Optimization exercise on an open flow, not production practice. RTL: at most simulated, not proved equivalent. Clock network not from TritonCTS: runs 4 to 7. The clock port is an ideal driver here. Power: default activity.

===== flow/design.v =====
`timescale 1ns / 1ps
module vga_top(
	input ClkPort,
	input BtnC,
	input BtnU,
	input BtnR,
	input BtnL,
	input BtnD,
	output hSync, vSync,
	output [3:0] vgaR, vgaG, vgaB,
	output An0, An1, An2, An3, An4, An5, An6, An7,
	output Ca, Cb, Cc, Cd, Ce, Cf, Cg, Dp,
	output MemOE, MemWR, RamCS, QuadSpiFlashCS
	);
	reg [6:0] E;
	reg [19:7] D;
	reg [4:0] hh;
	reg [9:0] v;
	reg [9:0] p;	 
	reg [8:0] q;	 
	reg [1:0] dir;
	wire [9:0] h = {hh, E[6:2]};
	wire [7:0] cE;
	assign cE[0] = 1'b1;
	wire dtick = (E == 7'd2);		 
	wire [13:0] cD;
	assign cD[0] = dtick;
	wire [5:0] cH;
	assign cH[0] = cE[7];
	wire hend = hh[4] & hh[3];		 
	wire vtick = cE[7] & hend;
	wire [10:0] cV;
	assign cV[0] = vtick;
	wire vend = v[9] & v[3] & v[2];		 
	wire step = dtick & (D[11:7] == 5'b01111);
	wire dnx = dir[0];		 
	wire dny = ~dir[0];		 
	wire [10:0] cx;
	wire [9:0] cy;
	assign cx[0] = 1'b1;
	assign cy[0] = 1'b1;
	genvar i;
	generate
		for (i = 0; i < 7; i = i + 1) begin : gE
			assign cE[i+1] = cE[i] & E[i];
		end
		for (i = 0; i < 13; i = i + 1) begin : gD
			assign cD[i+1] = cD[i] & D[i+7];
		end
		for (i = 0; i < 5; i = i + 1) begin : gH
			assign cH[i+1] = cH[i] & hh[i];
		end
		for (i = 0; i < 10; i = i + 1) begin : gV
			assign cV[i+1] = cV[i] & v[i];
		end
		for (i = 0; i < 10; i = i + 1) begin : gx
			assign cx[i+1] = cx[i] & (p[i] ^ dnx);
		end
		for (i = 0; i < 9; i = i + 1) begin : gy
			assign cy[i+1] = cy[i] & (q[i] ^ dny);
		end
	endgenerate
	wire wrapx = dnx ? (~p[9] & ~p[8] & ~p[6] & ~p[5] & ~p[3] & ~p[2] & ~p[1])
	                 : (p[9] & p[8] & p[4] & p[3] & p[1] & p[0]);
	wire wrapy = dny ? (~q[8] & ~q[7] & ~q[6] & ~q[5] & ~q[1])
	                 : (&q[8:2] & q[0]);
	always @(posedge ClkPort, posedge BtnC) begin
		if (BtnC) begin
			E <= 7'd3;
			D <= 0;
			hh <= 0;
			v <= 0;
			p <= 10'd445;
			q <= 9'd245;
			dir <= 0;
		end else begin
			E <= E ^ cE[6:0];
			D <= D ^ cD[12:0];
			hh <= (cE[7] & hend) ? 5'd0 : hh ^ cH[4:0];
			v <= (vtick & vend) ? 10'd0 : v ^ cV[9:0];
			if (step) begin
				if (BtnR) dir <= 2'd0;
				else if (BtnL) dir <= 2'd1;
				else if (BtnU) dir <= 2'd2;
				else if (BtnD) dir <= 2'd3;
				if (~dir[1]) p <= wrapx ? (dir[0] ? 10'd795 : 10'd145) : p ^ cx[9:0];
				if (dir[1]) q <= wrapy ? (dir[0] ? 9'd29 : 9'd509) : q ^ cy[8:0];
			end
		end
	end
	wire bh = (h[9] & ~h[8]) | (~h[9] & h[8]) | (h[7] & h[5]) | (h[7] & h[6]) | (h[8] & ~h[4]) |
	          (h[7] & h[4] & (h[3] | h[2] | h[1] | h[0])) | (h[9] & ~h[3] & ~h[2] & ~h[1] & ~h[0]);
	wire bv = v[8] | v[7] | v[6] | (v[5] & (v[4] | v[3] | v[2] | (v[1] & v[0]))) | (v[9] & ~v[3] & ~v[2]);
	wire bright = bh & bv;
	wire [9:0] dx;
	wire [8:0] dy;
	wire [10:0] bx;
	wire [9:0] by;
	assign bx[0] = 1'b0;
	assign by[0] = 1'b0;
	generate
		for (i = 0; i < 10; i = i + 1) begin : gdx
			assign dx[i] = h[i] ^ p[i] ^ bx[i];
			assign bx[i+1] = (~h[i] & p[i]) | (~h[i] & bx[i]) | (p[i] & bx[i]);
		end
		for (i = 0; i < 9; i = i + 1) begin : gdy
			assign dy[i] = v[i] ^ q[i] ^ by[i];
			assign by[i+1] = (~v[i] & q[i]) | (~v[i] & by[i]) | (q[i] & by[i]);
		end
	endgenerate
	wire inx = (dx[9:4] == 0) & ~(dx[3] & (dx[2] | (dx[1] & dx[0])));
	wire iny = (dy[8:4] == 0) & ~(dy[3] & (dy[2] | (dy[1] & dy[0])));
	wire ah = h[8] & h[7] & ((h[6] & ~h[5] & ~h[4] & ~h[3]) | (~h[6] & h[5] & h[4] & h[3] & h[2] & (h[1] | h[0])));
	wire av = ~v[8] & v[7] & v[6] & v[5] & v[4] & (v[3] | (v[2] & (v[1] | v[0])));
	wire red = (inx & iny) | (ah & av);
	assign hSync = h[9] | h[8] | h[7] | (h[6] & h[5]);
	assign vSync = |v[9:1];
	assign vgaR = {4{bright & red}};
	assign vgaG = {4{bright & ~red}};
	assign vgaB = {4{bright & ~red}};
	assign An0 = ~(~D[19] & ~D[18]);
	assign An1 = ~(~D[19] & D[18]);
	assign An2 = ~(D[19] & ~D[18]);
	assign An3 = ~(D[19] & D[18]);
	assign {An7, An6, An5, An4} = 4'b1111;
	wire digF = ~D[19];
	assign {Ca, Cb, Cc, Cd, Ce, Cf, Cg, Dp} = {1'b0, digF, digF, digF, 1'b0, 1'b0, ~digF, 1'b0};
	assign {MemOE, MemWR, RamCS, QuadSpiFlashCS} = 4'b1111;
endmodule

===== flow/run.sh =====
#!/bin/bash
# synth_recipe.tcl (not shown) runs the flow's synth.tcl, then flattens the netlist and writes it again
# the make line also repeats each setting of config.mk as NAME=value (left out here)
make -C /OpenROAD-flow-scripts/flow DESIGN_CONFIG=/design/flow/config.mk WORK_HOME=/design/flow/orfs CLKGATE_MAP_FILE= SYNTH_SCRIPT=/design/flow/synth_recipe.tcl finish

===== flow/config.mk =====
export PLATFORM = sky130hd
export DESIGN_NAME = vga_top
export DESIGN_NICKNAME = vga_top
export VERILOG_FILES = /design/flow/design.v
export SDC_FILE = /design/flow/constraint.sdc
export NUM_CORES = 4
export LEC_CHECK = 0
export CAP_MARGIN = 20
export CORE_MARGIN = 2
export CORE_UTILIZATION = 35
export PLACE_DENSITY = 0.6
export SLEW_MARGIN = 20

===== flow/constraint.sdc =====
create_clock -name core_clock -period 10.0 [get_ports {ClkPort}]
set_input_delay 2.0000 -clock core_clock [delete_from_list [all_inputs] [get_ports {ClkPort}]]
set_output_delay 2.0000 -clock core_clock [all_outputs]
set_load 0.01 [all_outputs]

==> impl_results.md, run 1 <==
- Initial Util: 35.43%
- CTS root buffer: clkbuf_8
- Area growth, synth to finish: 9.727%
- Maximum buffer depth of the clock tree: 2
- CP Cell Sequence: inv_1 -> ha_1 -> fa_1 -> inv_1 -> fa_1 -> inv_1 -> fa_1 -> inv_1 -> fa_1 -> inv_1 -> fa_1 -> fa_1 -> fa_1 -> fa_1 -> nand4_1 -> nor4_1 -> o221ai_1 -> o31a_1 -> nor3_1 -> clkdlybuf4s50_1
- Via density per instance: 5.015
- Final ANT Viol Nets: 0
- Worst Path Max Fanout: 4
- TritonCTS Buffers: 5
- Worst setup EP type: output port
- Tcrit/Tclk final: 77.71%
- H-Tree Level Count: 2
- Overflow after GRT: 0
- Worst setup SP type: flop
- Synth Flop Type: dfrtp_1
- Ys async rst share: 100.0%
- Die W: 108.3 um
- DP Area: 4083 um2
- Post-CTS setup buffer count: 0
- Die Y: 108.3 um
- Post-CTS Resized: 0
- Core area: 10750 um2
- DR pass1 iterations: 4
- Mux cell area share after synthesis: 0.7887%
- Seq/Total Area, Yosys: 37.30%
- Final hold violation count: 0
- Max Cap Viol: 0
- WL/cell: 13.37 um
- Ranking of synthesized cells by area: dfrtp_1 27%, ha_1 12%, dfstp_2 10%
- Buffers on Ports: 27
- Fin cells: 539
- Pre-CTS setup slack: 2.561 ns
- Status: no timing/DRC/antenna violations
- Synth area leader: dfrtp_1
- Peak VDD IR: 0.04929 mV
- Final Power: 0.3857 mW
- Die area: 11730 um2
- Critical Path RT: 8.00 ns
- Hold WC Path Type: flop to flop
- F_max: 128.7 MHz
- Share of cells above drive strength 1: 8.521%
- Gpl congestion: 0.8401
- Max Clock Skew: 0.006683 ns
- Cell mode on critical path: fa_1
- Nets: 455
- All-Layer GR Usage: 13.53%
- First-pass GRT wire length: 12.74 mm
- DP Cell Count: 531
- Slew HR: 52.60%
- Commonest non-fill, non-tap cells in the layout: 41 x dfrtp_1, 36 x ha_1, 34 x inv_1
- Critical path arrival: 5.77 ns
- Number of global-route vias before repair: 2622
- Worst path slowest cell: clkdlybuf4s50_1
- Worst-Skew Late Latency: 0.32 ns
- Hold slack: 0.4794 ns
- Largest stage delay, worst path: 0.63 ns
- Min Tclk post-route: 7.771 ns
- Dominant combinational cell family by area after synthesis: adder cells
- Ports: 40
- Post-Syn Area: 3807 um2
- Initial antenna violation count: 0
- Fin. max-slew vios: 0
- CTS Sinks: 56
- Post-CTS Hold Fix Bufs: 0
- Routed vias: 2703
- RSZ-0062 raised after global routing: false
- Final wirelength: 7.207 mm
- Worst setup margin: 2.229 ns
- Pwr dens: 92.32 nW/um2
- Post-synthesis xor/xnor area fraction: 2.760%
- Yosys warnings: 1
- CTS clk-pin slew, worst paths: 0.11 ns
- Row cnt: 38
- Post-DP HPWL: 5.333 mm
- Post-Synth Adder-Cell Area: 19.72%
- Setup TNS: 0 ns
- Synth top area share: 26.95%
- Post-Syn Instances: 386
- 1st-iter DRT viols: 116
- DR DRC count: 0
- Setup violators final: 0
- Diode count: 0
- WS Path Type: flop to output port
- TritonCTS clock tree: built
- Simple-Gate Fraction of Synth Area: 17.75%
- Worst Tran Pin Value: 0.7110 ns
- Syn avg cell area: 9.864 um2
- Post-synth EDFFs: 0
- Leakage power: 1.907 nW
- Yosys reg bits: 56
- Post-synth cell types: 59
- Synth Area in Compound Gates: 12.19%
- Most common cell after layout, fill and taps aside: dfrtp_1
- Finished layout cell area: 4178 um2
- Largest net degree at the start of global routing: 57
- Post-Route Utilization: 38.88%
## routing by layer
metal | vias to the layer above | global-route usage, % | routed length (um)
li1 | 1330 | - | -
met1 | 1313 | 18.23 | 3425
met2 | 51 | 22.51 | 3444
met3 | 9 | 1.748 | 209
met4 | 0 | 4.579 | 127
met5 | - | 0 | 0
## cells by family (layout without fill, tap and decap cells)
group / Yosys count / count (layout)
compound gates: 66 / 66
xor+xnor: 12 / 12
fa+ha+maj: 51 / 51
buf+inv: 69 / 72
flops: 56 / 56
mux: 3 / 3
other cells: 2 / 12
simple gates: 127 / 127
## synthesized netlist by cell type, drive strengths merged (4+ instances only)
library cell / instances
dfrtp: 41
ha: 36
inv: 35
buf: 29
nor2: 26
nand2: 23
and2: 16
dfstp: 15
fa: 15
o21ai: 15
nor3: 11
a21oi: 9
nand3: 8
xnor2: 7
nand2b: 6
clkbuf: 5
nand4: 5
nor4: 5
or3: 5
or4: 5
xor2: 5
a31oi: 4
nand3b: 4
o22a: 4
## cell type report
| class | count | area (um2) |
|---|---|---|
| fillers | 1086 | 6568 |
| multi-input cells | 271 | 2071 |
| flip-flops and latches | 56 | 1420 |
| repair buffers | 29 | 285.3 |
| well taps | 140 | 175.2 |
| inverters | 35 | 131.4 |
| clock buffers | 5 | 68.82 |
| clock inverters | 3 | 26.28 |
## state kept, by name, summed over array words and instances (netlist names)
name	count
D	13
E	7
dir	2
hh	5
p	10
q	9
v	10
## critical path: cells and delay by family (launching register included)
kind            cells  cell delay, ns
fa+ha+maj           9            2.87
buf+inv             6            0.95
simple gates        3            0.72
compound gates      2            0.50
flops               1            0.41
## worst paths after layout
kind,start,to,slack (ns),cells after the start
worst min-delay path,E[0]$_DFF_PP1_,E[0]$_DFF_PP1_,0.48,1
worst max register to register,E[0]$_DFF_PP1_,v[9]$_DFF_PP0_,6.21,19
max in group asynchronous,BtnC,q[3]$_DFFE_PP0P_,7.34,3
min in group asynchronous,BtnC,p[9]$_DFFE_PP0P_,2.19,3
worst max-delay path,E[2]$_DFF_PP0_,vgaR[1],2.23,20
worst min register to register,E[0]$_DFF_PP1_,E[0]$_DFF_PP1_,0.48,1
## report_power, final
| part | internal (mW) | leakage, nW | switching [mW] | total (mW) |
|---|---|---|---|---|
| Sequential | 0.227 | 0.711 | 0.000460 | 0.228 |
| Combinational | 0.00820 | 1.15 | 0.0171 | 0.0253 |
| Clock | 0.0512 | 0.0423 | 0.0816 | 0.133 |
| Total | 0.287 | 1.91 | 0.0992 | 0.386 |
==> inputs of run 2 (changes only) <==
--- a/flow/design.v
+++ b/flow/design.v
@@ -38,6 +38,12 @@
 	wire [10:0] cx;
 	wire [9:0] cy;
-	assign cx[0] = 1'b1;
-	assign cy[0] = 1'b1;
+	wire wrapx = dnx ? (~p[9] & ~p[8] & ~p[6] & ~p[5] & ~p[3] & ~p[2] & ~p[1])
+	                 : (p[9] & p[8] & p[4] & p[3] & p[1] & p[0]);
+	wire wrapy = dny ? (~q[8] & ~q[7] & ~q[6] & ~q[5] & ~q[1])
+	                 : (&q[8:2] & q[0]);
+	wire mvx = step & ~dir[1];
+	wire mvy = step & dir[1];
+	assign cx[0] = mvx & ~wrapx;
+	assign cy[0] = mvy & ~wrapy;
 	genvar i;
 	generate
@@ -61,8 +67,4 @@
 		end
 	endgenerate
-	wire wrapx = dnx ? (~p[9] & ~p[8] & ~p[6] & ~p[5] & ~p[3] & ~p[2] & ~p[1])
-	                 : (p[9] & p[8] & p[4] & p[3] & p[1] & p[0]);
-	wire wrapy = dny ? (~q[8] & ~q[7] & ~q[6] & ~q[5] & ~q[1])
-	                 : (&q[8:2] & q[0]);
 	always @(posedge ClkPort, posedge BtnC) begin
 		if (BtnC) begin
@@ -79,4 +81,6 @@
 			hh <= (cE[7] & hend) ? 5'd0 : hh ^ cH[4:0];
 			v <= (vtick & vend) ? 10'd0 : v ^ cV[9:0];
+			p <= (mvx & wrapx) ? (dir[0] ? 10'd795 : 10'd145) : p ^ cx[9:0];
+			q <= (mvy & wrapy) ? (dir[0] ? 9'd29 : 9'd509) : q ^ cy[8:0];
 			if (step) begin
 				if (BtnR) dir <= 2'd0;
@@ -84,6 +88,4 @@
 				else if (BtnU) dir <= 2'd2;
 				else if (BtnD) dir <= 2'd3;
-				if (~dir[1]) p <= wrapx ? (dir[0] ? 10'd795 : 10'd145) : p ^ cx[9:0];
-				if (dir[1]) q <= wrapy ? (dir[0] ? 9'd29 : 9'd509) : q ^ cy[8:0];
 			end
 		end
==> flow/flow/run.sh (new file) <==
#!/bin/bash
# Own layout flow: the standard flow (standard synthesis unchanged), with
#  - port buffers of the smallest buffer cell,
#  - every combinational cell downsized to its smallest variant after floorplan
#    (repair_design / repair_timing later size up whatever needs it).
set -euo pipefail
W=$(pwd)
F=$W/flow
bash standard.sh \
  "BUFFER_PORTS_ARGS=-buffer_cell sky130_fd_sc_hd__buf_1" \
  "POST_FLOORPLAN_TCL=$F/downsize.tcl" \
  "CTS_ARGS=-sink_clustering_enable -repair_clock_nets -dont_use_dummy_load -buf_list sky130_fd_sc_hd__clkbuf_8" \
  finish > $W/flow_make.log 2>&1
==> flow/flow/downsize.tcl (new file) <==
# Replace each combinational cell by the smallest-area variant of the same function
# (same base name, different drive strength). Registers and physical cells are kept.
set_dont_use $::env(DONT_USE_CELLS)
proc smallest_variant { base } {
  set best ""
  set best_area 1e9
  foreach lc [get_lib_cells "*/sky130_fd_sc_hd__${base}_*"] {
    set n [get_name $lc]
    if { ![regexp "^sky130_fd_sc_hd__${base}_\[0-9\]+\$" $n] } { continue }
    if { [get_property $lc dont_use] } { continue }
    set a [get_property $lc area]
    if { $a < $best_area - 1e-6 || ($a < $best_area + 1e-6 && [string match "*_1" $n]) } {
      set best $n
      set best_area $a
    }
  }
  return $best
}
set n_changed 0
foreach inst [get_cells *] {
  set m [get_property $inst ref_name]
  if { ![regexp {^sky130_fd_sc_hd__(.+)_([0-9]+)$} $m -> base sz] } { continue }
  if { [string match "df*" $base] || [string match "sdf*" $base] || [string match "tap*" $base]
       || [string match "fill*" $base] || [string match "decap*" $base] || [string match "conb" $base] } { continue }
  set v [smallest_variant $base]
  if { $v ne "" && $v ne $m } {
    replace_cell $inst [lindex [get_lib_cells "*/$v"] 0]
    incr n_changed
  }
}
puts "downsize: replaced $n_changed cells"
==> flow/standard.sh (new file) <==
#!/bin/bash
# synth_recipe.tcl (not shown) runs the flow's synth.tcl, then flattens the netlist and writes it again
# the make line also repeats each setting of config.mk as NAME=value (left out here)
make -C /OpenROAD-flow-scripts/flow DESIGN_CONFIG=/design/flow/config.mk WORK_HOME=/design/flow/orfs CLKGATE_MAP_FILE= SYNTH_SCRIPT=/design/flow/synth_recipe.tcl "${@:-finish}"
removed: flow/run.sh
==> run 2 against run 1 <==
  * Flip-flop and latch count is the same
  * Final cell count shrank 4.3%
  * Via count shrank 5.8%
  * Clock skew grew 0.014 ns
  * Largest power group unchanged
  * Critical path depth grew 1
  * Still clean
  * Non-clock buffer count grew 1
  * Critical endpoint is now vgaR[3]
  * First-iteration DRC count shrank 10%
  * Clock-buffer cell count is the same
==> impl_results.md, run 2 <==
- Post-CTS Hold Fix Bufs: 0
- Commonest non-fill, non-tap cells in the layout: 41 x dfrtp_1, 36 x ha_1, 29 x inv_1
- Initial antenna violation count: 0
- Cell mode on critical path: fa_1
- Worst Tran Pin Value: 0.7387 ns
- WS Path Type: flop to output port
- Final hold violation count: 0
- TritonCTS Buffers: 5
- Ys async rst share: 100.0%
- Leakage power: 1.830 nW
- Routed vias: 2546
- Number of global-route vias before repair: 2365
- Multi-input logic area: 1982 um2
- WL/cell: 12.66 um
- Most frequent cells after synthesis: 41 x dfrtp_1, 36 x ha_1, 30 x inv_1
- Final Power: 0.3494 mW
- Maximum buffer depth of the clock tree: 2
- Critical Path RT: 8.00 ns
- Post-CTS setup buffer count: 0
- Post-Syn Area: 3692 um2
- Share of cells above drive strength 1: 6.316%
- Post-CTS Resized: 0
- Yosys warnings: 1
- Peak VDD IR: 0.04638 mV
- Worst path slowest cell: fa_1
- Synth area leader: dfrtp_1
- Most common cell in the netlist: dfrtp_1
- Hold WC Path Type: flop to flop
- Fill cell count: 1039
- Post-synth cell types: 50
- Core area: 10280 um2
- CTS root buffer: clkbuf_8
- Diode count: 0
- Largest stage delay, worst path: 0.49 ns
- DP Area: 3809 um2
- Post-Route Utilization: 37.73%
- Regs by FF count: D: 13 flops, p: 10 flops, v: 10 flops
- Ports: 40
- CTS Sinks: 56
- Max Cap Viol: 0
- Critical path arrival: 5.16 ns
- All-Layer GR Usage: 12.34%
- Buffers on Ports: 27
- Tcrit/Tclk final: 71.56%
- CP Cell Sequence: inv_1 -> ha_1 -> fa_1 -> inv_1 -> fa_1 -> inv_1 -> fa_1 -> inv_1 -> fa_1 -> inv_1 -> fa_1 -> fa_1 -> fa_1 -> fa_1 -> nand4_1 -> nor4_1 -> o221ai_1 -> nor3_1 -> a21oi_1 -> nor3_1 -> buf_1
- RSZ-0062 raised after global routing: false
- Ranking of synthesized cells by area: dfrtp_1 28%, ha_1 12%, dfstp_2 11%
- Worst path bufs/invs: 6
- DR pass1 iterations: 5
- Fin. max-slew vios: 0
- CTS clk-pin slew, worst paths: 0.09 ns
- TritonCTS clock tree: built
- Syn avg cell area: 10.12 um2
- Min Tclk post-route: 7.156 ns
- Slew HR: 50.30%
- F_max: 139.7 MHz
- Largest Register: D
- Nets: 439
- H-Tree Level Count: 2
- Yosys reg bits: 56
- Sequential cell area: 1420 um2
- Die W: 106.7 um
- Largest net degree at the start of global routing: 57
- First-pass GRT wire length: 11.37 mm
- 1st-iter DRT viols: 104
- Overflow after GRT: 0
- Most common cell after layout, fill and taps aside: dfrtp_1
- Seq/Total Area, Yosys: 38.46%
- Gpl congestion: 0.7895
- Worst setup EP type: output port
- Setup violators final: 0
- Status: no timing/DRC/antenna violations
- Finished layout cell area: 3877 um2
- Crit path max-delay family: adder cells
- Row cnt: 37
- Synth Flop Type: dfrtp_1
- Die Y: 106.7 um
- Initial Util: 35.93%
- Pwr dens: 90.12 nW/um2
- Worst Path Max Fanout: 4
- Post-Syn Instances: 365
- Die area: 11390 um2
- Via density per instance: 4.934
- Max FFs per register: 13
- Worst-Skew Late Latency: 0.32 ns
- Post-synth EDFFs: 0
- Synth top area share: 27.79%
- Area growth, synth to finish: 5.015%
- Final ANT Viol Nets: 0
- Max Clock Skew: 0.02079 ns
- Post-DP HPWL: 4.967 mm
- Worst setup SP type: flop
- DR DRC count: 0
- Final wirelength: 6.532 mm
- Setup TNS: 0 ns
## run 2: where the power goes
group,internal [mW],switching (mW)
combinational,0.000827,0.00700
clock,0.0455,0.0695
sequential,0.227,0
total,0.273,0.0765
## run 2: per-stage QoR
step,hold slack (ns),std cells,setup WS (ns)
finish,0.4751,516,2.844
global route,0.5002,516,2.526
CTS,0.4786,516,2.807
detailed placement,0.4554,511,3.161
global placement,0.4503,511,3.243
floorplan,0.4407,375,3.228
## run 2: logic make-up after synthesis
kind of cell	after synthesis	share of synthesized area (%)
simple gates	121	17.79
buf+inv	60	8.607
flops	56	38.46
fa+ha+maj	51	20.33
compound gates	50	8.438
xor+xnor	20	4.744
mux	5	1.423
other cells	2	0.2034
## run 2: final timing paths
check	startpoint	to	slack, ns	cells after the start
max	E[2]$_DFF_PP0_	vgaR[3]	2.84	21
min	E[0]$_DFF_PP1_	E[0]$_DFF_PP1_	0.48	1
max reg2reg	E[0]$_DFF_PP1_	v[9]$_DFF_PP0_	6.19	19
min reg2reg	E[0]$_DFF_PP1_	E[0]$_DFF_PP1_	0.48	1
max in group asynchronous	BtnC	p[9]$_DFF_PP0_	7.66	3
min in group asynchronous	BtnC	dir[1]$_DFFE_PP0P_	1.86	3
## run 2: area by class of cell
cell class / count / share of cell area [%]
multi-input combinational: 259 / 51.11
sequential: 56 / 36.62
tap: 136 / 4.389
timing repair buffer: 30 / 3.195
inverter: 30 / 2.904
clock buffer: 5 / 1.775
## run 2: metal layers
metal | vias up | global-route usage [%] | wire length [um]
li1 | 1248 | - | -
met1 | 1233 | 17.02 | 3060
met2 | 57 | 20.20 | 3118
met3 | 8 | 2.128 | 278
met4 | 0 | 3.061 | 75
met5 | - | 0 | 0
## run 2: worst reg2reg max path: stages (launching register included)
cell	delay [ns]
dfstp_2	0.38
ha_1	0.19
ha_1	0.18
ha_1	0.18
ha_1	0.18
ha_1	0.18
ha_1	0.20
nand2_1	0.14
inv_1	0.11
ha_1	0.19
ha_1	0.18
ha_1	0.18
ha_1	0.18
ha_1	0.18
ha_1	0.19
ha_1	0.18
ha_1	0.19
ha_1	0.19
xor2_1	0.14
and2_1	0.15
==> inputs of run 3 (changes only) <==
--- a/flow/design.v
+++ b/flow/design.v
@@ -17,5 +17,4 @@
 	reg [4:0] hh;
 	reg [9:0] v;
-	reg [9:0] p;	 
 	reg [8:0] q;	 
 	reg [1:0] dir;
@@ -34,15 +33,26 @@
 	wire vend = v[9] & v[3] & v[2];		 
 	wire step = dtick & (D[11:7] == 5'b01111);
-	wire dnx = dir[0];		 
+	reg [9:0] ex;
+	reg [1:0] xmode;
+	reg atend;
+	wire pix = (E[1:0] == 2'b11);
+	wire skip = ~xmode[1] & xmode[0];
+	wire pr = xmode[1] & ~xmode[0];
+	wire pl = xmode[1] & xmode[0];
+	wire right = step & ~dir[1] & ~dir[0];
+	wire left = step & ~dir[1] & dir[0];
+	wire h144 = ~h[9] & ~h[8] & h[7] & ~h[6] & ~h[5] & h[4] & ~h[3] & ~h[2] & ~h[1] & ~h[0];
+	wire h794 = h[9] & h[8] & h[4] & h[3] & ~h[2] & h[1] & ~h[0];
+	wire hS = dir[0] ? h144 : h794;
+	wire ld0 = pix & ((pr & h144) | (pl & h794));
+	wire exend = ex[9] & ex[8] & ex[4] & ex[3] & ex[2] & ex[1] & ex[0];	 
+	wire ex0 = ~|ex;
+	wire [10:0] cx;
+	assign cx[0] = (pix & ~skip) | left;
 	wire dny = ~dir[0];		 
-	wire [10:0] cx;
 	wire [9:0] cy;
-	wire wrapx = dnx ? (~p[9] & ~p[8] & ~p[6] & ~p[5] & ~p[3] & ~p[2] & ~p[1])
-	                 : (p[9] & p[8] & p[4] & p[3] & p[1] & p[0]);
 	wire wrapy = dny ? (~q[8] & ~q[7] & ~q[6] & ~q[5] & ~q[1])
 	                 : (&q[8:2] & q[0]);
-	wire mvx = step & ~dir[1];
 	wire mvy = step & dir[1];
-	assign cx[0] = mvx & ~wrapx;
 	assign cy[0] = mvy & ~wrapy;
 	genvar i;
@@ -61,5 +71,5 @@
 		end
 		for (i = 0; i < 10; i = i + 1) begin : gx
-			assign cx[i+1] = cx[i] & (p[i] ^ dnx);
+			assign cx[i+1] = cx[i] & ex[i];
 		end
 		for (i = 0; i < 9; i = i + 1) begin : gy
@@ -73,5 +83,7 @@
 			hh <= 0;
 			v <= 0;
-			p <= 10'd445;
+			ex <= 10'd355;
+			xmode <= 2'd0;
+			atend <= 1'b0;
 			q <= 9'd245;
 			dir <= 0;
@@ -81,5 +93,9 @@
 			hh <= (cE[7] & hend) ? 5'd0 : hh ^ cH[4:0];
 			v <= (vtick & vend) ? 10'd0 : v ^ cV[9:0];
-			p <= (mvx & wrapx) ? (dir[0] ? 10'd795 : 10'd145) : p ^ cx[9:0];
+			ex <= (ld0 | (cx[0] & exend)) ? 10'd0 : ex ^ cx[9:0];
+			if (right) xmode <= atend ? 2'd2 : 2'd1;
+			else if (left & atend) xmode <= 2'd3;
+			else if (pix & (skip | ld0)) xmode <= 2'd0;
+			if (pix & hS) atend <= (~xmode[1] & ~xmode[0] & exend) | (skip & ex0) | (xmode[1] & (xmode[0] ^ dir[0]));
 			q <= (mvy & wrapy) ? (dir[0] ? 9'd29 : 9'd509) : q ^ cy[8:0];
 			if (step) begin
@@ -95,15 +111,8 @@
 	wire bv = v[8] | v[7] | v[6] | (v[5] & (v[4] | v[3] | v[2] | (v[1] & v[0]))) | (v[9] & ~v[3] & ~v[2]);
 	wire bright = bh & bv;
-	wire [9:0] dx;
 	wire [8:0] dy;
-	wire [10:0] bx;
 	wire [9:0] by;
-	assign bx[0] = 1'b0;
 	assign by[0] = 1'b0;
 	generate
-		for (i = 0; i < 10; i = i + 1) begin : gdx
-			assign dx[i] = h[i] ^ p[i] ^ bx[i];
-			assign bx[i+1] = (~h[i] & p[i]) | (~h[i] & bx[i]) | (p[i] & bx[i]);
-		end
 		for (i = 0; i < 9; i = i + 1) begin : gdy
 			assign dy[i] = v[i] ^ q[i] ^ by[i];
@@ -111,5 +120,6 @@
 		end
 	endgenerate
-	wire inx = (dx[9:4] == 0) & ~(dx[3] & (dx[2] | (dx[1] & dx[0])));
+	wire exlo = skip ? ((ex[3:0] != 4'd0) & ~(ex[3] & ex[2])) : ~(ex[3] & (ex[2] | (ex[1] & ex[0])));
+	wire inx = ~xmode[1] & (ex[9:4] == 6'd0) & exlo;
 	wire iny = (dy[8:4] == 0) & ~(dy[3] & (dy[2] | (dy[1] & dy[0])));
 	wire ah = h[8] & h[7] & ((h[6] & ~h[5] & ~h[4] & ~h[3]) | (~h[6] & h[5] & h[4] & h[3] & h[2] & (h[1] | h[0])));
==> run 3 against run 2 <==
  * Synthesized cell count shrank 8.8%
  * Via count shrank 5.1%
  * Worst hold slack lost 0.013 ns
  * Core utilization grew 0.71 points
  * Die area shrank 3.5%
  * Non-clock buffer count shrank 1
  * Fmax grew 7.0%
  * Global-route usage grew 0.29 points
  * Critical endpoint unchanged
  * Register-to-register slack lost 0.09 ns
  * Routed wire length shrank 5.6%
  * Total power grew 16%
==> impl_results.md, run 3 <==
- Yosys warnings: 1
- Fin. max-slew vios: 0
- Worst setup margin: 3.311 ns
- Syn avg cell area: 10.69 um2
- Status: no timing/DRC/antenna violations
- Share of cells above drive strength 1: 7.022%
- Worst path slowest cell: fa_1
- Maximum buffer depth of the clock tree: 2
- Initial antenna violation count: 0
- WS Path Type: flop to output port
- Gpl congestion: 0.8265
- Final wirelength: 6.163 mm
- CTS Sinks: 59
- Synth Area in Compound Gates: 10.23%
- Initial Util: 36.25%
- Nets: 415
- Peak VDD IR: 0.05133 mV
- Pwr dens: 107.7 nW/um2
- Min Tclk post-route: 6.689 ns
- Hold slack: 0.4624 ns
- Buffers on Ports: 27
- Number of global-route vias before repair: 2408
- CTS root buffer: clkbuf_8
- Final Power: 0.4067 mW
- Ys async rst share: 100.0%
- Max FFs per register: 13
- Most common cell after layout, fill and taps aside: dfrtp_1
- Pre-CTS setup slack: 3.581 ns
- Mux cell area share after synthesis: 0.7030%
- Die Y: 104.9 um
- Max Clock Skew: 0.01540 ns
- Commonest non-fill, non-tap cells in the layout: 46 x dfrtp_1, 44 x ha_1, 27 x and2_1, 27 x buf_1, 25 x inv_1
- Post-synthesis xor/xnor area fraction: 2.214%
- P_sw: 0.08697 mW
- DP Cell Count: 480
- TritonCTS Buffers: 9
- Ports: 40
- Final ANT Viol Nets: 0
- Ranking of synthesized cells by area: dfrtp_1 32%, ha_1 15%, dfstp_2 9.6%
- WL/cell: 12.60 um
- Setup TNS: 0 ns
- All-Layer GR Usage: 12.63%
- Largest Register: D
- Worst setup SP type: flop
- Critical Path RT: 8.00 ns
- Sequential cell area: 1493 um2
- Worst path bufs/invs: 4
- Final hold violation count: 0
- Max Cap Viol: 0
- Row cnt: 36
- Hold WC Path Type: flop to flop
- Multi-input logic area: 1778 um2
- Post-CTS Hold Fix Bufs: 0
- Leakage power: 1.797 nW
- Synth top area share: 32.34%
- H-Tree Level Count: 3
- Yosys reg bits: 59
- First-pass GRT wire length: 11.09 mm
- Most common cell in the netlist: dfrtp_1
- Worst-Skew Late Latency: 0.33 ns
- RSZ-0062 raised after global routing: false
- Core area: 9819 um2
- Regs by FF count: D: 13 flops, ex: 10 flops, v: 10 flops
- Slew HR: 45.56%
- Post-DP HPWL: 4.592 mm
- Die area: 10990 um2
- Stages on worst setup path: 17
- Critical path arrival: 4.69 ns
- Post-synth cell types: 51
- Overflow after GRT: 0
- Tcrit/Tclk final: 66.89%
- Synth area leader: dfrtp_1
- Clk pwr share: 39.3%
- Fill cell count: 981
- Post-Route Utilization: 38.44%
- Post-Syn Instances: 333
- Die W: 104.9 um
- Area growth, synth to finish: 6.046%
- DR pass1 iterations: 4
- Synth Flop Type: dfrtp_1
- 1st-iter DRT viols: 117
- Combinational share of power: 1.9%
- F_max: 149.5 MHz
- Net Sw Frac: 21.38%
- Seq/Total Area, Yosys: 41.93%
- DP Area: 3651 um2
- Dominant combinational cell family by area after synthesis: adder cells
- CP Cell Sequence: inv_1 -> ha_1 -> fa_1 -> inv_1 -> fa_1 -> inv_1 -> fa_1 -> fa_1 -> fa_1 -> fa_1 -> fa_1 -> nand4_1 -> nor2_1 -> o21ai_1 -> o41ai_1 -> and2_1 -> buf_1
- Via density per instance: 4.939
- Post-Syn Area: 3560 um2
- Post-Synth Adder-Cell Area: 19.40%
- Simple-Gate Fraction of Synth Area: 17.40%
- Largest net degree at the start of global routing: 60
- Worst Tran Pin Value: 0.8092 ns
- DR DRC count: 0
- Post-CTS Resized: 0
- CTS clk-pin slew, worst paths: 0.06 ns
- Worst setup EP type: output port
- Reg2Reg Depth: 19
- Hold path depth: 1
- Crit path max-delay family: adder cells
- Setup violators final: 0
- Int Pwr: 0.3198 mW
- Fin cells: 489
- Worst Path Max Fanout: 4
- Post-synth EDFFs: 0
- Routed vias: 2415
- Most frequent cells after synthesis: 46 x dfrtp_1, 44 x ha_1, 26 x inv_1
- TritonCTS clock tree: built
- Largest stage delay, worst path: 0.49 ns
- Post-CTS setup buffer count: 0
- Diode count: 0
- Part of the power in registers: 58.8%
- Finished layout cell area: 3775 um2
- Cell mode on critical path: fa_1
[run 3: power by group through the flow]
stage	Clock, mW	Sequential (mW)	Combinational, mW
finish	0.160	0.239	0.00791
global route	0.175	0.239	0.00940
CTS	0.168	0.239	0.00832
detailed placement	0	0.243	0.00831
global placement	0	0.243	0.00819
floorplan	0	0.243	0.00902
[run 3: logic make-up after synthesis]
kind of cell               after synthesis
and+or+nand+nor                        103
other                                    2
buffers and inverters                   51
xor gates and xnor gates                 9
muxes                                    2
AOI/OAI and AO/OA                       56
adders and majority gates               51
DFF                                     59
[run 3: path summary, 6_finish.rpt]
path	start	endpoint	slack, ns
worst max-delay path	v[0]$_DFF_PP0_	vgaR[3]	3.31
worst min-delay path	E[0]$_DFF_PP1_	E[0]$_DFF_PP1_	0.46
worst max register to register	E[0]$_DFF_PP1_	v[9]$_DFF_PP0_	6.10
worst min register to register	E[0]$_DFF_PP1_	E[0]$_DFF_PP1_	0.46
max in group asynchronous	BtnC	v[8]$_DFF_PP0_	7.65
min in group asynchronous	BtnC	D[12]$_DFF_PP0_	1.85
[run 3: cell type report]
type | count | share of cell area [%]
Tap cell | 133 | 4.408
Sequential cell | 59 | 39.54
Multi-Input combinational cell | 233 | 47.10
Timing Repair Buffer | 29 | 3.083
Inverter | 26 | 2.585
Clock buffer | 9 | 3.281
[run 3: layer usage]
layer	wire length [um]	up-vias	global-route usage, %
met5	0	-	0
met3	244	11	3.369
met2	2991	50	20.73
li1	-	1190	-
met4	129	0	6.000
met1	2798	1164	15.39
==> inputs of run 4 (changes only) <==
--- a/flow/flow/run.sh
+++ b/flow/flow/run.sh
@@ -11,3 +11,4 @@
   "POST_FLOORPLAN_TCL=$F/downsize.tcl" \
   "CTS_ARGS=-sink_clustering_enable -repair_clock_nets -dont_use_dummy_load -buf_list sky130_fd_sc_hd__clkbuf_8" \
+  "POST_CTS_TCL=$F/clock1.tcl" \
   finish > $W/flow_make.log 2>&1
==> flow/flow/clock1.tcl (new file) <==
# Replace the clock tree that CTS built by four clock buffers, each driving the
# clock sinks of one quarter of the layout directly (the design has only a few
# dozen registers); the clock port drives the four buffers.
set clk_buf_master "sky130_fd_sc_hd__clkbuf_8"
set block [ord::get_db_block]
set db [ord::get_db]
set root [$block findNet ClkPort]
set sinks {}
set bufs {}
set nets {}
set todo [list $root]
while { [llength $todo] > 0 } {
  set net [lindex $todo 0]
  set todo [lrange $todo 1 end]
  foreach it [$net getITerms] {
    if { [$it isOutputSignal] } { continue }
    set inst [$it getInst]
    set m [[$inst getMaster] getName]
    if { [string match "*clkbuf*" $m] || [string match "*clkinv*" $m] || [string match "*__buf_*" $m] } {
      if { [string match "*clkinv*" $m] } { error "clock1: inverter in the clock tree" }
      lappend bufs $inst
      foreach o [$inst getITerms] {
        if { [$o isOutputSignal] && [$o getNet] != "NULL" } {
          lappend todo [$o getNet]
          lappend nets [$o getNet]
        }
      }
    } else {
      lappend sinks $it
    }
  }
}
puts "clock1: [llength $bufs] clock buffers, [llength $sinks] sinks"
set master [$db findMaster $clk_buf_master]
# sink positions
set pts {}
foreach it $sinks {
  set b [[$it getInst] getBBox]
  lappend pts [list [expr { ([$b xMin] + [$b xMax]) / 2 }] [expr { ([$b yMin] + [$b yMax]) / 2 }] $it]
}
# split into four groups: by y at the median, then each half by x at its median
proc halves { pts idx } {
  set s [lsort -integer -index $idx $pts]
  set h [expr { [llength $s] / 2 }]
  return [list [lrange $s 0 [expr { $h - 1 }]] [lrange $s $h end]]
}
set groups {}
foreach half [halves $pts 1] {
  foreach q [halves $half 0] { lappend groups $q }
}
foreach inst $bufs {
  foreach it [$inst getITerms] { $it disconnect }
  odb::dbInst_destroy $inst
}
foreach net $nets { odb::dbNet_destroy $net }
set k 0
foreach g $groups {
  set newnet [odb::dbNet_create $block "clknet_leaf_$k"]
  $newnet setSigType CLOCK
  set newbuf [odb::dbInst_create $block $master "clkbuf_leaf_$k"]
  [$newbuf findITerm A] connect $root
  [$newbuf findITerm X] connect $newnet
  set sx 0
  set sy 0
  foreach p $g {
    set it [lindex $p 2]
    $it disconnect
    $it connect $newnet
    set sx [expr { $sx + [lindex $p 0] }]
    set sy [expr { $sy + [lindex $p 1] }]
  }
  set n [llength $g]
  $newbuf setLocation [expr { $sx / $n }] [expr { $sy / $n }]
  $newbuf setPlacementStatus PLACED
  puts "clock1: buffer $k drives $n sinks"
  incr k
}
global_connect
detailed_placement
check_placement -verbose
estimate_parasitics -placement
report_clock_min_period
report_checks -path_delay min -format full_clock_expanded -group_path_count 1
==> run 4 against run 3 <==
  * Worst hold slack gained 0.0080 ns
  * Register-to-register slack gained 0.02 ns
  * Sequential power hardly changed
  * Die area did not move
  * Design area decreased by 1.8%
  * Sequential share of layout area rose by 0.73 points
  * Clock power down 39%
  * First-iteration DRC count is 4.3% lower
  * Final cell count down 1.0%
  * Setup slack improved by 0.16 ns
  * Still clean
  * Routed wire length down 0.83%
==> impl_results.md, run 4 <==
- Status: no timing/DRC/antenna violations
- Gpl congestion: 0.8265
- Critical Path RT: 8.00 ns
- Overflow after GRT: 0
- Worst path bufs/invs: 4
- Largest Register: D
- Yosys reg bits: 59
- Simple-Gate Fraction of Synth Area: 17.40%
- Max FFs per register: 13
- Critical path arrival: 4.53 ns
- Clk pwr share: 28.2%
- DR pass1 iterations: 4
- Setup violators final: 0
- Commonest non-fill, non-tap cells in the layout: 46 x dfrtp_1, 44 x ha_1, 27 x and2_1, 27 x buf_1, 25 x inv_1
- WS Path Type: flop to output port
- Max Clock Skew: 0.01486 ns
- Hold WC Path Type: flop to flop
- Most frequent cells after synthesis: 46 x dfrtp_1, 44 x ha_1, 26 x inv_1
- Core area: 9819 um2
- Synth Flop Type: dfrtp_1
- Worst setup SP type: flop
- GR met3 Demand/Resource: 3.182%
- CTS clk-pin slew, worst paths: 0.09 ns
- Global-route met1 utilization: 15.28%
- Ports: 40
- Grt peak-use layer: met2
- Final Power: 0.3436 mW
- Largest stage delay, worst path: 0.49 ns
- Largest net degree at the start of global routing: 60
- Initial antenna violation count: 0
- Routed vias: 2369
- Slew HR: 45.48%
- Post-synth cell types: 51
- P_sw: 0.06711 mW
- Regs by FF count: D: 13 flops, ex: 10 flops, v: 10 flops
- Worst-Skew Late Latency: 0.16 ns
- Ranking of synthesized cells by area: dfrtp_1 32%, ha_1 15%, dfstp_2 9.6%
- Max Cap Viol: 0
- Initial Util: 36.25%
- Die W: 104.9 um
- Fin. max-slew vios: 0
- Int Pwr: 0.2765 mW
- Dominant combinational cell family by area after synthesis: adder cells
- Leakage power: 1.762 nW
- Via density per instance: 4.895
- Min Tclk post-route: 6.530 ns
- Most common cell after layout, fill and taps aside: dfrtp_1
- Peak VDD IR: 0.05532 mV
- Seq/Total Area, Yosys: 41.93%
- Fill cell count: 984
- Synth top area share: 32.34%
- Worst Path Max Fanout: 4
- Post-Synth Adder-Cell Area: 19.40%
- Grt met2 use: 20.96%
- Share of cells above drive strength 1: 5.698%
- First-pass GRT wire length: 11.00 mm
- Most common cell in the netlist: dfrtp_1
- Yosys warnings: 1
- Tcrit/Tclk final: 65.30%
- Synth area leader: dfrtp_1
- Pwr dens: 92.72 nW/um2
- Net Sw Frac: 19.53%
- Post-DP HPWL: 4.592 mm
- Ys async rst share: 100.0%
- Area growth, synth to finish: 4.112%
- Worst Tran Pin Value: 0.8103 ns
- Buffers on Ports: 27
- Nets: 410
- Die Y: 104.9 um
- Final hold violation count: 0
- Diode count: 0
- Syn avg cell area: 10.69 um2
- Post-synth EDFFs: 0
- Worst setup EP type: output port
- Post-Syn Instances: 333
- WL/cell: 12.63 um
- Die area: 10990 um2
- CP Cell Sequence: inv_1 -> ha_1 -> fa_1 -> inv_1 -> fa_1 -> inv_1 -> fa_1 -> fa_1 -> fa_1 -> fa_1 -> fa_1 -> nand4_1 -> nor2_1 -> o21ai_1 -> o41ai_1 -> and2_1 -> buf_1
- Part of the power in registers: 69.5%
- Final wirelength: 6.112 mm
- RSZ-0062 raised after global routing: false
- Synth Area in Compound Gates: 10.23%
- Post-Syn Area: 3560 um2
- 1st-iter DRT viols: 112
- Post-synthesis xor/xnor area fraction: 2.214%
- Setup TNS: 0 ns
- Combinational share of power: 2.3%
- F_max: 153.1 MHz
- Row cnt: 36
- CTS Sinks: 59
- Cell mode on critical path: fa_1
- Crit path max-delay family: adder cells
- Number of global-route vias before repair: 2369
- Mux cell area share after synthesis: 0.7030%
- All-Layer GR Usage: 12.34%
- Final ANT Viol Nets: 0
- Worst path slowest cell: fa_1
- DR DRC count: 0
run 4: cell counts after synthesis:
No cell type changed its count.
run 4: per-layer routing:
metal | part of all wire [%] | wire (um) | up-vias
li1 | - | - | 1178
met1 | 45 | 2779 | 1158
met2 | 49 | 3011 | 28
met3 | 3.9 | 237 | 5
met4 | 1.4 | 84 | 0
met5 | 0 | 0 | -
run 4: stage by stage:
| stage | cells | utilization, % | setup WS (ns) | instance area (um2) | hold WS [ns] |
|---|---|---|---|---|---|
| 2_1_floorplan | 343 | - | 3.844 | 3597 | 0.4407 |
| 3_5_place_dp | 480 | 37.18 | 3.581 | 3651 | 0.4497 |
| 6_report | 484 | 37.74 | 3.470 | 3706 | 0.4704 |
| 5_1_grt | 484 | 37.74 | 3.134 | 3706 | 0.5093 |
| 3_3_place_gp | 480 | 37.18 | 3.668 | 3651 | 0.4484 |
run 4: cell families (layout without fill, tap and decap cells):
logic type      Yosys count  in the layout
other cells               2             12
compound gates           56             56
fa+ha+maj                51             51
simple gates            103            103
buf+inv                  51             59
xor+xnor                  9              9
flops                    59             59
mux                       2              2
run 4: path summary, 6_finish.rpt:
kind / startpoint / to / slack (ns) / cells after the start
max reg2reg: E[0]$_DFF_PP1_ / v[9]$_DFF_PP0_ / 6.12 / 19
min reg2reg: E[0]$_DFF_PP1_ / E[0]$_DFF_PP1_ / 0.47 / 1
max in group asynchronous: BtnC / ex[2]$_DFF_PP0_ / 7.50 / 3
min in group asynchronous: BtnC / atend$_DFFE_PP0P_ / 2.02 / 3
max: v[0]$_DFF_PP0_ / vgaR[3] / 3.47 / 17
min: E[0]$_DFF_PP1_ / E[0]$_DFF_PP1_ / 0.47 / 1
run 4: final cells by class:
type | instances | area, um2 | share of cell area (%)
plain buffers | 4 | 55.05 | 1.485
inverters | 26 | 97.59 | 2.633
multi-input cells | 233 | 1778 | 47.97
flip-flops and latches | 59 | 1493 | 40.28
well taps | 133 | 166.4 | 4.490
repair buffers | 29 | 116.4 | 3.140
run 4: power by group through the flow:
stage                     sequential, mW  clock, mW  combinational, mW
after floorplan                    0.243          0            0.00902
after global placement             0.243          0            0.00819
after detailed placement           0.243          0            0.00831
after global routing               0.239      0.110            0.00940
final                              0.239     0.0971            0.00788
run 4: worst reg2reg max path, delay by kind of cell (launching register included):
family,cells,cell delay [ns]
buffers and inverters,1,0.10
and+or+nand+nor,2,0.29
DFF,1,0.38
xor gates and xnor gates,1,0.14
adders and majority gates,15,2.89
==> inputs of run 5 (changes only) <==
--- a/flow/config.mk
+++ b/flow/config.mk
@@ -8,5 +8,5 @@
 export CAP_MARGIN = 20
 export CORE_MARGIN = 2
-export CORE_UTILIZATION = 35
-export PLACE_DENSITY = 0.6
+export CORE_UTILIZATION = 60
+export PLACE_DENSITY = 0.75
 export SLEW_MARGIN = 20
==> run 5 against run 4 <==
  * Routed wire length decreased by 3.1%
  * Setup slack improved by 0.022 ns
  * Synthesized area unchanged
  * Critical path depth unchanged
  * Clock skew increased by 0.0019 ns
  * Via count increased by 0.80%
  * Still clean
  * Worst hold slack improved by 0.0085 ns
  * Global-route usage increased by 7.7 points
  * Critical path type unchanged
  * Design area decreased by 2.0%
  * Critical endpoint is now vgaR[1]
==> impl_results.md, run 5 <==
- R2r startpoint: E[0]$_DFF_PP1_
- Critical Path RT: 8.00 ns
- First-pass GRT wire length: 10.07 mm
- Most common cell after layout, fill and taps aside: dfrtp_1
- Pre-CTS setup slack: 3.657 ns
- Final ANT Viol Nets: 0
- Area growth, synth to finish: 2.074%
- Yosys warnings: 1
- Grt peak-use layer: met2
- Post-Syn Area: 3560 um2
- Reg2Reg Depth: 19
- Overflow after GRT: 0
- DR DRC count: 0
- DP Area: 3578 um2
- CTS Sinks: 59
- Cell mode on critical path: fa_1
- Number of global-route vias before repair: 2267
- Critical path arrival: 4.51 ns
- Crit path launch: v[0]$_DFF_PP0_
- Post-Syn Instances: 333
- Ports: 40
- Worst Path Max Fanout: 4
- Die W: 81.03 um
- All-Layer GR Usage: 20.08%
- R2R Setup Slk: 6.09 ns
- WL/cell: 13.91 um
- Diode count: 0
- Commonest non-fill, non-tap cells in the layout: 46 x dfrtp_1, 44 x ha_1, 27 x and2_1, 27 x buf_1, 25 x inv_1
- Peak VDD IR: 0.1121 mV
- Fill cell count: 492
- P_sw: 0.06692 mW
- Int Pwr: 0.2765 mW
- DR pass1 iterations: 4
- GR met3 Demand/Resource: 5.000%
- Reg2reg end: v[9]$_DFF_PP0_
- RSZ-0062 raised after global routing: false
- Post-DP HPWL: 4.450 mm
- Initial antenna violation count: 0
- Max Cap Viol: 0
- Nets: 410
- Max Clock Skew: 0.01678 ns
- Part of the power in registers: 69.5%
- Leakage power: 1.762 nW
- CTS clk-pin slew, worst paths: 0.10 ns
- Status: no timing/DRC/antenna violations
- Fin. max-slew vios: 0
- Hold slack: 0.4788 ns
- Post-synth cell types: 51
- Worst setup EP type: output port
- Tcrit/Tclk final: 65.08%
- Grt met2 use: 34.38%
- Worst setup margin: 3.492 ns
- Final wirelength: 5.925 mm
- Worst path bufs/invs: 4
- Post-Route Utilization: 62.48%
- Slew HR: 48.44%
- Ys async rst share: 100.0%
- Combinational share of power: 2.3%
- Most frequent cells after synthesis: 46 x dfrtp_1, 44 x ha_1, 26 x inv_1
- 1st-iter DRT viols: 126
- Via density per instance: 5.606
- Worst Tran Pin Value: 0.7663 ns
- Hold WC Path Type: flop to flop
- Largest net degree at the start of global routing: 60
- F_max: 153.6 MHz
- Setup TNS: 0 ns
- Die area: 6565 um2
- Global-route met1 utilization: 25.56%
- Buffers on Ports: 27
- Regs by FF count: D: 13 flops, ex: 10 flops, v: 10 flops
- Gpl congestion: 0.8558
- WS Path Type: flop to output port
- Largest Register: D
- Synth area leader: dfrtp_1
- Routed vias: 2388
- Yosys reg bits: 59
- Die Y: 81.03 um
- Worst-Skew Late Latency: 0.16 ns
- Largest stage delay, worst path: 0.49 ns
- Crit path max-delay family: adder cells
- Initial Util: 61.21%
- Max FFs per register: 13
- Net Sw Frac: 19.49%
- Finished layout cell area: 3633 um2
- Stages on worst setup path: 17
- Core area: 5816 um2
- Setup violators final: 0
- Post-synth EDFFs: 0
- Most common cell in the netlist: dfrtp_1
- Clk pwr share: 28.2%
- Seq/Total Area, Yosys: 41.93%
- Synth top area share: 32.34%
- Synth Flop Type: dfrtp_1
- Worst path slowest cell: fa_1
- Min Tclk post-route: 6.508 ns
- Syn avg cell area: 10.69 um2
- Pwr dens: 94.51 nW/um2
- Row cnt: 28
- Final hold violation count: 0
- Worst setup SP type: flop
- Ranking of synthesized cells by area: dfrtp_1 32%, ha_1 15%, dfstp_2 9.6%
- CP Capture Point: vgaR[1]
- Share of cells above drive strength 1: 5.698%
- CP Cell Sequence: inv_1 -> ha_1 -> fa_1 -> inv_1 -> fa_1 -> inv_1 -> fa_1 -> fa_1 -> fa_1 -> fa_1 -> fa_1 -> nand4_1 -> nor2_1 -> o21ai_1 -> o41ai_1 -> and2_1 -> buf_1
## run 5: cell counts after synthesis
No cell type changed its count.
## run 5: metal layers
| metal | wire [um] | part of all wire, % |
|---|---|---|
| met1 | 2649 | 45 |
| met5 | 0 | 0 |
| met4 | 93 | 1.6 |
| met2 | 2915 | 49 |
| met3 | 266 | 4.5 |
## run 5: worst min-delay path by stage
stage          slack (ns)         endpoint             from  depth (start not counted)
2_1_floorplan        0.44   E[0]$_DFF_PP1_   E[0]$_DFF_PP1_                          1
3_3_place_gp         0.45   E[0]$_DFF_PP1_   E[0]$_DFF_PP1_                          1
3_5_place_dp         0.46   E[0]$_DFF_PP1_   E[0]$_DFF_PP1_                          1
5_1_grt              0.49  D[12]$_DFF_PP0_  D[12]$_DFF_PP0_                          1
6_report             0.48   E[0]$_DFF_PP1_   E[0]$_DFF_PP1_                          1
## run 5: worst register-to-register path, cell delays in order (launching register included)
cell and delay [ns]:
dfstp_2 0.38, ha_1 0.27, ha_1 0.22, ha_1 0.19
ha_1 0.19, ha_1 0.18, ha_1 0.19, nand2_1 0.14
inv_1 0.11, ha_1 0.20, ha_1 0.18, ha_1 0.19
ha_1 0.19, ha_1 0.19, ha_1 0.18, ha_1 0.18
ha_1 0.18, ha_1 0.18, xor2_1 0.13, and2_1 0.15
## run 5: power groups by stage
stage | combinational, mW | clock (mW) | sequential (mW)
2_1_floorplan | 0.00902 | 0 | 0.243
3_3_place_gp | 0.00806 | 0 | 0.243
3_5_place_dp | 0.00821 | 0 | 0.243
5_1_grt | 0.00954 | 0.110 | 0.239
6_report | 0.00795 | 0.0968 | 0.239
## run 5: layout make-up
cell class                 instances  area, um2  area share [%]
multi-input combinational        233       1778           48.93
sequential                        59       1493           41.08
timing repair buffer              29      116.4           3.202
inverter                          26      97.59           2.686
tap                               75      93.84           2.583
buffer                             4      55.05           1.515
## run 5: through the flow
stage,power [mW],instances
6_report,0.3434,426
5_1_grt,0.3587,426
3_5_place_dp,0.2514,422
3_3_place_gp,0.2512,422
2_1_floorplan,0.2522,343
## run 5: cells by family after synthesis
family,synth area share [%]
muxes,0.7029
buffers and inverters,7.908
and+or+nand+nor,17.40
other,0.2110
adders and majority gates,19.40
DFF,41.93
xor gates and xnor gates,2.214
AOI/OAI and AO/OA,10.23
==> inputs of run 6 (changes only) <==
--- a/flow/flow/clock1.tcl
+++ b/flow/flow/clock1.tcl
@@ -46,7 +46,7 @@
 }
 set groups {}
-foreach half [halves $pts 1] {
-  foreach q [halves $half 0] { lappend groups $q }
-}
+set s [lsort -integer -index 1 $pts]
+set n3 [expr { [llength $s] / 3 }]
+lappend groups [lrange $s 0 [expr { $n3 - 1 }]] [lrange $s $n3 [expr { 2 * $n3 - 1 }]] [lrange $s [expr { 2 * $n3 }] end]
 foreach inst $bufs {
   foreach it [$inst getITerms] { $it disconnect }
--- a/flow/flow/downsize.tcl
+++ b/flow/flow/downsize.tcl
@@ -30,2 +30,42 @@
 }
 puts "downsize: replaced $n_changed cells"
+
+# Drive every constant output from one tie cell: its HI pin for the ones and its
+# LO pin for the zeros (the floorplan step left one tie cell per load).
+set block [ord::get_db_block]
+set keep ""
+set keep_hi ""
+set keep_lo ""
+set n_tie 0
+foreach inst [$block getInsts] {
+  if { [[$inst getMaster] getName] ne "sky130_fd_sc_hd__conb_1" } { continue }
+  incr n_tie
+  if { $keep eq "" } {
+    set keep $inst
+    continue
+  }
+  foreach pin { HI LO } {
+    set it [$inst findITerm $pin]
+    set net [$it getNet]
+    if { $net eq "NULL" } { continue }
+    set knet [[$keep findITerm $pin] getNet]
+    if { $knet eq "NULL" } {
+      $it disconnect
+      [$keep findITerm $pin] connect $net
+      continue
+    }
+    foreach l [$net getITerms] {
+      if { [$l getInst] == $inst } { continue }
+      $l disconnect
+      $l connect $knet
+    }
+    foreach bt [$net getBTerms] {
+      # a port on this net: move the port to the kept net
+      $bt connect $knet
+    }
+    $it disconnect
+    odb::dbNet_destroy $net
+  }
+  odb::dbInst_destroy $inst
+}
+puts "tie merge: $n_tie tie cells merged into one"
--- a/flow/config.mk
+++ b/flow/config.mk
@@ -8,5 +8,5 @@
 export CAP_MARGIN = 20
 export CORE_MARGIN = 2
-export CORE_UTILIZATION = 60
-export PLACE_DENSITY = 0.75
+export CORE_UTILIZATION = 35
+export PLACE_DENSITY = 0.6
 export SLEW_MARGIN = 20
==> run 6 against run 5 <==
  * Largest power group unchanged
  * Core utilization fell by 25 points
  * Setup slack lost 0.059 ns
  * Via count decreased by 0.63%
  * Worst hold slack better by 0.00065 ns
  * Sequential power about the same
  * Sequential share of layout area is 0.20 points lower
  * Still clean on timing, DRC and antenna
  * Flip-flop and latch count is the same
  * Critical endpoint is now vgaB[1]
  * Synthesized cell count did not move
  * Register-to-register slack about the same
  * Clock power is 8.0% lower
  * Routed wire length up 5.3%
==> impl_results.md, run 6 <==
- Status: no timing/DRC/antenna violations
- Core area: 9819 um2
- Reg2reg end: v[9]$_DFF_PP0_
- Leakage power: 1.719 nW
- Overflow after GRT: 0
- Worst Path Max Fanout: 8
- Die W: 104.9 um
- Ranking of synthesized cells by area: dfrtp_1 32%, ha_1 15%, dfstp_2 9.6%
- Syn avg cell area: 10.69 um2
- Synth area leader: dfrtp_1
- Yosys reg bits: 59
- Final ANT Viol Nets: 0
- Final wirelength: 6.239 mm
- Worst setup EP type: output port
- CP Capture Point: vgaB[1]
- Yosys warnings: 1
- Buffers on Ports: 27
- Slew HR: 50.22%
- R2R Setup Slk: 6.08 ns
- Post-synth EDFFs: 0
- Routed vias: 2373
- Max Cap Viol: 0
- Commonest non-fill, non-tap cells in the layout: 46 x dfrtp_1, 44 x ha_1, 27 x and2_1, 27 x buf_1, 25 x inv_1
- WS Path Type: flop to output port
- Largest net degree at the start of global routing: 60
- Largest Register: D
- Worst-Skew Late Latency: 0.17 ns
- Tcrit/Tclk final: 65.67%
- Area growth, synth to finish: 2.566%
- DR pass1 iterations: 4
- Via density per instance: 5.028
- Min Tclk post-route: 6.567 ns
- First-pass GRT wire length: 10.65 mm
- Critical path arrival: 4.57 ns
- Ys async rst share: 100.0%
- Post-Syn Area: 3560 um2
- Setup violators final: 0
- Initial Util: 36.25%
- Number of global-route vias before repair: 2331
- Initial antenna violation count: 0
- Die area: 10990 um2
- Post-Syn Instances: 333
- Most frequent cells after synthesis: 46 x dfrtp_1, 44 x ha_1, 26 x inv_1
- DR DRC count: 0
- Critical Path RT: 8.00 ns
- CTS Sinks: 59
- Final hold violation count: 0
- Fill cell count: 1018
- CTS clk-pin slew, worst paths: 0.12 ns
- R2r startpoint: E[0]$_DFF_PP1_
- Ports: 40
- Reg2Reg Depth: 19
- 1st-iter DRT viols: 101
- Most common cell in the netlist: dfrtp_1
- Synth top area share: 32.34%
- Peak VDD IR: 0.05241 mV
- Synth Flop Type: dfrtp_1
- Row cnt: 36
- Gpl congestion: 0.8760
- Hold WC Path Type: flop to flop
- Max Clock Skew: 0.009894 ns
- Nets: 399
- Seq/Total Area, Yosys: 41.93%
- Regs by FF count: D: 13 flops, ex: 10 flops, v: 10 flops
- Post-DP HPWL: 4.683 mm
- Die Y: 104.9 um
- Crit path launch: v[0]$_DFF_PP0_
- Most common cell after layout, fill and taps aside: dfrtp_1
- F_max: 152.3 MHz
- Worst Tran Pin Value: 0.7467 ns
- RSZ-0062 raised after global routing: false
- Max FFs per register: 13
- Diode count: 0
- Fin. max-slew vios: 0
- Final Power: 0.3358 mW
- All-Layer GR Usage: 11.83%
- Share of cells above drive strength 1: 5.605%
- Worst setup SP type: flop
- WL/cell: 13.22 um
- Setup TNS: 0 ns
- Pwr dens: 91.98 nW/um2
- Post-synth cell types: 51
## run 6: cell counts after synthesis
No cell type changed its count.
## run 6: metal layers
layer  vias up  track usage, %  wire [um]
li1       1160               -          -
met1      1167           15.38       2929
met2        38           20.45       3065
met3         8           1.372        148
met4         0           3.905         96
met5         -               0          0
## run 6: cell families after synthesis
kind of cell	synth area share, %
and+or+nand+nor	17.40
DFF	41.93
AOI/OAI and AO/OA	10.23
adders and majority gates	19.40
buffers and inverters	7.908
xor gates and xnor gates	2.214
other	0.2110
muxes	0.7029
## run 6: area by class of cell
class | count | area (um2) | area share [%]
inverter | 26 | 97.59 | 2.673
sequential | 59 | 1493 | 40.88
buffer | 3 | 41.29 | 1.131
multi-input combinational | 222 | 1737 | 47.57
timing repair buffer | 29 | 116.4 | 3.187
tap | 133 | 166.4 | 4.558
## run 6: how the worst min path moves through the flow
stage	start	cells after the start	slack, ns	to
final	E[0]$_DFF_PP1_	1	0.48	E[0]$_DFF_PP1_
after global routing	E[0]$_DFF_PP1_	1	0.51	E[0]$_DFF_PP1_
after detailed placement	E[0]$_DFF_PP1_	1	0.45	E[0]$_DFF_PP1_
after global placement	E[0]$_DFF_PP1_	1	0.45	E[0]$_DFF_PP1_
after floorplan	E[0]$_DFF_PP1_	1	0.44	E[0]$_DFF_PP1_
## run 6: through the flow
stage / setup slack, ns / instances / hold WS (ns) / instance area (um2) / utilization, %
6_report: 3.433 / 472 / 0.4795 / 3651 / 37.18
5_1_grt: 3.100 / 472 / 0.5058 / 3651 / 37.18
2_1_floorplan: 3.844 / 343 / 0.4407 / 3597 / -
3_5_place_dp: 3.587 / 469 / 0.4516 / 3610 / 36.76
3_3_place_gp: 3.737 / 469 / 0.4474 / 3610 / 36.76
## run 6: critical path, cell delays in order, from the launching register on
cell,delay [ns]
dfrtp_1,0.39
inv_1,0.07
ha_1,0.21
fa_1,0.37
inv_1,0.08
fa_1,0.16
inv_1,0.05
fa_1,0.38
fa_1,0.40
fa_1,0.40
fa_1,0.40
fa_1,0.39
xnor2_1,0.19
xnor2_1,0.14
o41ai_1,0.11
nor2b_1,0.50
buf_1,0.21
## run 6: power breakdown
group	internal, mW	switching, mW
clock network	0.0282	0.0609
logic	0.000826	0.00710
registers	0.239	0
==> inputs of run 7 (changes only) <==
--- a/flow/flow/clock1.tcl
+++ b/flow/flow/clock1.tcl
@@ -2,5 +2,5 @@
 # clock sinks of one quarter of the layout directly (the design has only a few
 # dozen registers); the clock port drives the four buffers.
-set clk_buf_master "sky130_fd_sc_hd__clkbuf_8"
+set clk_buf_master "sky130_fd_sc_hd__clkbuf_16"
 set block [ord::get_db_block]
 set db [ord::get_db]
@@ -46,7 +46,5 @@
 }
 set groups {}
-set s [lsort -integer -index 1 $pts]
-set n3 [expr { [llength $s] / 3 }]
-lappend groups [lrange $s 0 [expr { $n3 - 1 }]] [lrange $s $n3 [expr { 2 * $n3 - 1 }]] [lrange $s [expr { 2 * $n3 }] end]
+foreach half [halves $pts 1] { lappend groups $half }
 foreach inst $bufs {
   foreach it [$inst getITerms] { $it disconnect }
==> run 7 against run 6 <==
  * Register-to-register slack barely moved
  * Synthesized area unchanged
  * First-iteration DRC count up 13%
  * Largest power group unchanged
  * Worst hold slack worse by 0.0025 ns
==> impl_results.md, run 7 <==
- Die Y: 104.9 um
- Worst Path Max Fanout: 8
- Regs by FF count: D: 13 flops, ex: 10 flops, v: 10 flops
- Post-Syn Area: 3560 um2
- Setup violators final: 0
- Cell mode on critical path: fa_1
- Most common cell after layout, fill and taps aside: dfrtp_1
- Post-synth cell types: 51
- Buffers on Ports: 27
- Via density per instance: 5.013
- Ys async rst share: 100.0%
- Nets: 398
- Fin. max-slew vios: 0
- Largest net degree at the start of global routing: 60
- Ranking of synthesized cells by area: dfrtp_1 32%, ha_1 15%, dfstp_2 9.6%
- Die W: 104.9 um
- Routed vias: 2361
- Post-synth EDFFs: 0
- CTS clk-pin slew, worst paths: 0.11 ns
- Final hold violation count: 0
- DR DRC count: 0
- Pwr dens: 94.59 nW/um2
- Worst setup SP type: flop
- F_max: 152.3 MHz
- Clk pwr share: 28.7%
- Critical Path RT: 8.00 ns
- Post-DP HPWL: 4.683 mm
- Synth top area share: 32.34%
- Worst Tran Pin Value: 0.7400 ns
- Yosys reg bits: 59
- Final ANT Viol Nets: 0
- Final wirelength: 6.228 mm
- First-pass GRT wire length: 10.59 mm
- DR pass1 iterations: 4
- Post-Syn Instances: 333
- CTS Sinks: 59
- Ports: 40
- Most common cell in the netlist: dfrtp_1
- Peak VDD IR: 0.08413 mV
- Max Clock Skew: 0.008008 ns
- WL/cell: 13.22 um
- Tcrit/Tclk final: 65.68%
- Row cnt: 36
- Largest stage delay, worst path: 0.50 ns
- Slew HR: 50.67%
- Net Sw Frac: 19.99%
- Combinational share of power: 2.3%
- Yosys warnings: 1
- Post-Route Utilization: 37.27%
- Max FFs per register: 13
- Number of global-route vias before repair: 2305
- Critical path arrival: 4.57 ns
- P_sw: 0.06920 mW
- Commonest non-fill, non-tap cells in the layout: 46 x dfrtp_1, 44 x ha_1, 27 x and2_1, 27 x buf_1, 25 x inv_1
- Int Pwr: 0.2770 mW
- Setup TNS: 0 ns
- WS Path Type: flop to output port
- All-Layer GR Usage: 11.78%
- Hold WC Path Type: flop to flop
- Synth Flop Type: dfrtp_1
- Initial Util: 36.25%
- Worst path slowest cell: nor2b_1
- RSZ-0062 raised after global routing: false
- Status: no timing/DRC/antenna violations
- Gpl congestion: 0.8760
- CP Cell Sequence: inv_1 -> ha_1 -> fa_1 -> inv_1 -> fa_1 -> inv_1 -> fa_1 -> fa_1 -> fa_1 -> fa_1 -> fa_1 -> xnor2_1 -> xnor2_1 -> o41ai_1 -> nor2b_1 -> buf_1
- Crit path max-delay family: adder cells
- Syn avg cell area: 10.69 um2
- Overflow after GRT: 0
- Synth area leader: dfrtp_1
- 1st-iter DRT viols: 114
- Largest Register: D
- Worst setup EP type: output port
- Initial antenna violation count: 0
- Share of cells above drive strength 1: 5.325%
- Die area: 10990 um2
- Part of the power in registers: 69.0%
- Leakage power: 1.722 nW
- Min Tclk post-route: 6.568 ns
- Seq/Total Area, Yosys: 41.93%
- Core area: 9819 um2
- Most frequent cells after synthesis: 46 x dfrtp_1, 44 x ha_1, 26 x inv_1
- Worst path bufs/invs: 4
- Max Cap Viol: 0
- Diode count: 0
- Area growth, synth to finish: 2.812%
- Worst-Skew Late Latency: 0.17 ns
run 7: cell counts after synthesis:
No cell type changed its count.
run 7: power by group through the flow:
stage | clock [mW] | sequential [mW] | combinational (mW)
after floorplan | 0 | 0.243 | 0.00902
after global placement | 0 | 0.243 | 0.00824
after detailed placement | 0 | 0.243 | 0.00837
after global routing | 0.112 | 0.239 | 0.00938
final | 0.0995 | 0.239 | 0.00790
run 7: per-stage QoR:
| step | instances | setup WS [ns] | area, um2 | hold WS (ns) | power [mW] |
|---|---|---|---|---|---|
| 3_3_place_gp | 469 | 3.737 | 3610 | 0.4474 | 0.2514 |
| 5_1_grt | 471 | 3.107 | 3660 | 0.5023 | 0.3605 |
| 2_1_floorplan | 343 | 3.844 | 3597 | 0.4407 | 0.2522 |
| 3_5_place_dp | 469 | 3.587 | 3610 | 0.4516 | 0.2515 |
| 6_report | 471 | 3.432 | 3660 | 0.4770 | 0.3462 |
run 7: final timing paths:
path	from	to	slack, ns	depth (start not counted)
worst max-delay path	v[0]$_DFF_PP0_	vgaB[1]	3.43	16
worst min-delay path	E[0]$_DFF_PP1_	E[0]$_DFF_PP1_	0.48	1
worst max register to register	E[0]$_DFF_PP1_	v[9]$_DFF_PP0_	6.09	19
worst min register to register	E[0]$_DFF_PP1_	E[0]$_DFF_PP1_	0.48	1
max in group asynchronous	BtnC	v[9]$_DFF_PP0_	7.51	3
min in group asynchronous	BtnC	D[13]$_DFF_PP0_	1.99	3
run 7: final cells by class:
class / instances / area [um2]
buffer: 2 / 50.05
timing repair buffer: 29 / 116.4
multi-input combinational: 222 / 1737
inverter: 26 / 97.59
tap: 133 / 166.4
sequential: 59 / 1493
fill: 1016 / 6160
run 7: cell families after synthesis:
family                   count (synthesis)  share of synthesized area (%)
AND/OR/NAND/NOR                        103                          17.40
adder cells (fa/ha/maj)                 51                          19.40
multiplexers                             2                         0.7029
AO/OA/AOI/OAI                           56                          10.23
flip-flops                              59                          41.93
XOR/XNOR                                 9                          2.214
buffers and inverters                   51                          7.908
other                                    2                         0.2110
run 7: metal layers:
metal  vias up  global-route usage, %  wire length [um]
met1      1159                  14.91              2882
met3         5                  1.372               159
li1       1162                      -                 -
met5         -                      0                 0
met2        35                  20.78              3093
met4         0                  4.000                93
